This design comes from an exercise in tuning for small area and a short achievable clock period on the open sky130 flow, not from production work.
The RTL was checked by simulation tests, not by an equivalence proof against the original design.
Power figures rest on the tool's default switching activity, not on a simulated workload.

## xenon
==> flow/design.v (excerpt) <==
module cpu(CLK, RESET, EN_L, Iin, Din, PC, NextPC, DataA, DataB, DataC, DataD, MW);
==> flow/config.mk <==
export PLATFORM = sky130hd
export DESIGN_NAME = cpu
export DESIGN_NICKNAME = cpu
export VERILOG_FILES = /design/flow/design.v
export SDC_FILE = /design/flow/constraint.sdc
export NUM_CORES = 4
export LEC_CHECK = 0
export CAP_MARGIN = 20
export CORE_MARGIN = 2
export CORE_UTILIZATION = 60
export CTS_BUF_LIST = sky130_fd_sc_hd__clkbuf_4
export SETUP_SLACK_MARGIN = 3.5
export SLEW_MARGIN = 20
==> flow/constraint.sdc <==
create_clock -name core_clock -period 11.5 [get_ports {CLK}]
set_input_delay 2.3000 -clock core_clock [delete_from_list [all_inputs] [get_ports {CLK}]]
set_output_delay 2.3000 -clock core_clock [all_outputs]
set_load 0.01 [all_outputs]
run.sh (not shown) runs the stock make flow with config.mk's settings and CLKGATE_MAP_FILE= SYNTH_SCRIPT=/design/flow/synth_recipe.tcl, a recipe that flattens the netlist after the stock synthesis.
## Diff of input files: juniper against xenon
- CTS_BUF_LIST changed from sky130_fd_sc_hd__clkbuf_4 to sky130_fd_sc_hd__clkbuf_8
==> flow/flow/run.sh (new file) <==
#!/bin/bash
# The standard layout (the standard.sh), with the input and output ports buffered by
# sky130_fd_sc_hd__buf_2 instead of the cell buffer_ports picks by default.
set -euo pipefail
export BUFFER_PORTS_ARGS="-buffer_cell sky130_fd_sc_hd__buf_2"
bash standard.sh > flow_make.log 2>&1
==> flow/standard.sh (new file) <==
#!/bin/bash
# synth_recipe.tcl (not shown) runs the flow's synth.tcl, then flattens the netlist and writes it again
# the make line also repeats each setting of config.mk as NAME=value (left out here)
make -C /OpenROAD-flow-scripts/flow DESIGN_CONFIG=/design/flow/config.mk WORK_HOME=/design/flow/orfs CLKGATE_MAP_FILE= SYNTH_SCRIPT=/design/flow/synth_recipe.tcl "${@:-finish}"
removed: flow/run.sh
Notes after the runs:
Between juniper and xenon, the sequential cell area does not differ in any meaningful way. Summary of juniper over xenon: clock network area share went up by 1.0 points, fmax went up by 1.2 MHz, final critical-path share of the clock period went down by 0.65 points, path depth of the worst reg2reg path was more or less identical. xenon → juniper: clock-pin transition on the worst setup and hold timing paths -0.03 ns; peak supply drop lower.
Inputs modified between juniper and indigo:
- SETUP_SLACK_MARGIN: 3.5 -> 0.2
- GPL_TIMING_DRIVEN: unset -> 0
- CTS_BUF_LIST: sky130_fd_sc_hd__clkbuf_8 -> unset
- CORE_UTILIZATION: 60 -> 40
==> flow/run.sh (new file) <==
#!/bin/bash
# synth_recipe.tcl (not shown) runs the flow's synth.tcl, then flattens the netlist and writes it again
# the make line also repeats each setting of config.mk as NAME=value (left out here)
make -C /OpenROAD-flow-scripts/flow DESIGN_CONFIG=/design/flow/config.mk WORK_HOME=/design/flow/orfs CLKGATE_MAP_FILE= SYNTH_SCRIPT=/design/flow/synth_recipe.tcl finish
removed: flow/flow/run.sh
removed: flow/standard.sh
## What came out
- indigo reached the final stage; the timing, design-rule and antenna checks on its layout passed.
- Against juniper as the reference, indigo delivers a lower initial standard-cell utilization of the core.
- Of indigo and juniper, juniper shows the lower fraction of the cycle the final worst path needs, with indigo above it.
- juniper reports its cell at the slowest stage of the critical path as sky130_fd_sc_hd__a2111o_1 while indigo reports sky130_fd_sc_hd__a2111oi_0.
- indigo — clock network area share 1.1 points higher, juniper as reference
- indigo vs. juniper: part of the total power dissipated in the clock network went up 4.5 points, summed area of non-filler cells in the final layout climbed 490 µm².
- Looking at commonest non-fill, non-tap cell in the layout, the sky130_fd_sc_hd__clkdlybuf4s50_1 result is from indigo; the sky130_fd_sc_hd__buf_2 one comes from juniper.


Setup of main:
cpu, a different RTL version from the one above (not shown whole).
Size in the first run: about 510 cells after synthesis, about 76 I/O pins.
clock: 11.5 ns
lec_check: 0
cap_margin: 20
core_margin: 2
core_utilization: 60
cts_buf_list: sky130_fd_sc_hd__clkbuf_8
setup_slack_margin: 3.85
slew_margin: 20
synth_hierarchical: 1
standard.sh (not shown) runs the stock make flow with config.mk's settings and CLKGATE_MAP_FILE= SYNTH_SCRIPT=/design/flow/synth_recipe.tcl, a recipe that flattens the netlist after the stock synthesis.
==> flow/flow/run.sh <==
#!/bin/bash
# The standard layout (the standard.sh), with two changes: the input and output ports are
# buffered by sky130_fd_sc_hd__buf_2 instead of the cell buffer_ports picks by default, and
# clock tree synthesis inserts no dummy loads.
set -euo pipefail
export BUFFER_PORTS_ARGS="-buffer_cell sky130_fd_sc_hd__buf_2"
export CTS_ARGS="-sink_clustering_enable -repair_clock_nets -buf_list sky130_fd_sc_hd__clkbuf_8 -dont_use_dummy_load"
bash standard.sh > flow_make.log 2>&1
main was carried through to the last stage, and its layout satisfied the timing, design-rule and antenna checks.
Changes in the feature branch relative to main:
Settings: a change of SETUP_SLACK_MARGIN from 3.85 to 4.3.
Notes after the runs:
Compared with main, in the feature branch clock skew barely changed; average wire length per cell after detail routing up about 0.75%; routed wire length on met3 went down 4.5%. Met2 track demand over resource in the feature branch vs main: up 0.97 points. Re part of the cycle the worst path needs: the feature branch and main aren't equal, and the lower value belongs to the feature branch. The feature branch ends up with a power that is 4.5% higher than in main. The feature branch ended with more number of non-filler instances in the completed layout than main. Comparing the feature branch and main, the higher finished layout cell area was measured on the feature branch. Compared with main, in the feature branch wire length up about 3.2%, fraction of area in registers went down.


Setup of v17:
cpu, a different RTL version from the one above (not shown whole).
Size: about 72 flip-flops, ~76 I/O pins, roughly 4600 sq um of cells after synthesis.
Settings: LEC_CHECK=0, CAP_MARGIN=20, CORE_MARGIN=2, CORE_UTILIZATION=60, CTS_BUF_LIST=sky130_fd_sc_hd__clkbuf_8, SETUP_SLACK_MARGIN=4.2, SLEW_MARGIN=20, SYNTH_HIERARCHICAL=1; clock period 11.5 ns.
==> flow/flow/run.sh <==
#!/bin/bash
# The standard layout (the standard.sh), with the input and output ports buffered by
# sky130_fd_sc_hd__buf_2 instead of the cell buffer_ports picks by default.
set -euo pipefail
export BUFFER_PORTS_ARGS="-buffer_cell sky130_fd_sc_hd__buf_2"
bash standard.sh > flow_make.log 2>&1
v17 completed every stage of the flow, and the final layout passed the timing, design-rule and antenna checks.
Changes in v10 relative to v17:
Settings: changing SETUP_SLACK_MARGIN from 4.2 to 3.7.
Results
The final layout from v10, which completed every stage, passed the timing, design-rule and antenna checks at the end of the flow. Going from v17 to v10, power share of the sequential group grows by 2.7 points. Row per-cell routed wire length: v10 lower / v17 higher. v10 ends up with a routed wire length that is 1600 um lower than in v17. v17 -> v10: core box area delta 0, exact match. Highest attainable clock frequency (lower): v10. Looking at share of cells above drive strength 1 across v10 and v17, the one that comes out higher is v17.
--- input diff v10..v15 ---
Settings: changing SETUP_SLACK_MARGIN from 3.7 to 4.0.
==> flow/flow/run.sh <==
#!/bin/bash
# The standard layout (the standard.sh), with two changes: the input and output ports are
# buffered by
# clock tree synthesis inserts no dummy loads.
set -euo pipefail
export BUFFER_PORTS_ARGS="-buffer_cell sky130_fd_sc_hd__buf_1"
export CTS_ARGS="-sink_clustering_enable -repair_clock_nets -buf_list sky130_fd_sc_hd__clkbuf_8 -dont_use_dummy_load"
bash standard.sh > flow_make.log 2>&1
- In the tables for v15 and v10, clock-pin slew on the worst setup and hold paths reads higher with v10.
- For v10, the slowest stage cell on the critical path was sky130_fd_sc_hd__and4b_1, unlike v15, where it was sky130_fd_sc_hd__and4b_2.
- Diff v10 -> v15: total power draw went down by 48 uW, sum of routed wire length over all layers went up by about 3.3%, cell area went up by 180 sq um.
[inputs] v19 vs v15
==> flow/flow/run.sh <==
#!/bin/bash
# The standard layout (the standard.sh), with two changes: the input and output ports are
# buffered by sky130_fd_sc_hd__buf_2 instead of the cell buffer_ports picks by default, and
# clock tree synthesis inserts no dummy loads and clusters up to 24 sinks per buffer.
set -euo pipefail
export BUFFER_PORTS_ARGS="-buffer_cell sky130_fd_sc_hd__buf_2"
export CTS_ARGS="-sink_clustering_enable -repair_clock_nets -buf_list sky130_fd_sc_hd__clkbuf_8 -dont_use_dummy_load -sink_clustering_size 24 -sink_clustering_max_diameter 100"
bash standard.sh > flow_make.log 2>&1
Findings:
v19 -> v15: largest fanout of any net on the critical path delta 0, exact match
v19 ends up with a initial DRC count that is about 14% higher than in v15.
On clock network power consumption, v15 and v19 are neck and neck.

[static timing again, ports no longer ideal]
The results above use ideal ports. As a check the final layouts listed here were re-extracted and re-timed, cells and wires unchanged. Step 1: set_driving_cell puts a clkbuf_16 on CLK and a buf_2 on each other input, an assumption about the parent block. Step 2, shift: input delay + t, output delay - t, t = (earliest + latest rising clock arrival at the registers) / 2. This alone moves slack from input paths to output paths. Three values: ideal ports, drivers, drivers and shift; two values: the first two.
| run | shift t [ns] | setup slack, ns | hold slack, ns | worst data-port slew with drivers (ns) | cell pins on the clock port's net |
|---|---|---|---|---|---|
| xenon | 0.429 | 3.595 / 3.555 / 3.555 | 0.537 / 0.537 / 0.537 | 0.05 | 1 |
| juniper | 0.365 | 3.670 / 3.622 / 3.622 | 0.520 / 0.520 / 0.520 | 0.08 | 1 |
| indigo | 0.366 | 2.391 / 2.368 / 2.368 | 0.522 / 0.522 / 0.522 | 0.05 | 1 |
| main | 0.381 | 4.103 / 4.079 / 4.079 | 0.610 / 0.610 / 0.610 | 0.04 | 1 |
| the feature branch | 0.380 | 4.364 / 4.338 / 4.338 | 0.608 / 0.608 / 0.608 | 0.04 | 1 |
| v17 | 0.384 | 4.192 / 4.110 / 4.110 | 0.622 / 0.622 / 0.622 | 0.12 | 1 |
| v10 | 0.387 | 3.884 / 3.851 / 3.851 | 0.620 / 0.620 / 0.620 | 0.04 | 1 |
| v15 | 0.378 | 4.112 / 4.077 / 4.077 | 0.628 / 0.628 / 0.628 | 0.04 | 1 |
| v19 | 0.376 | 4.163 / 4.129 / 4.129 | 0.619 / 0.619 / 0.619 | 0.04 | 1 |
After both steps every run listed still meets setup and hold. The setup slack of v17, which loses most, moves by -0.082 ns with the drivers and by -0.082 ns with both steps.
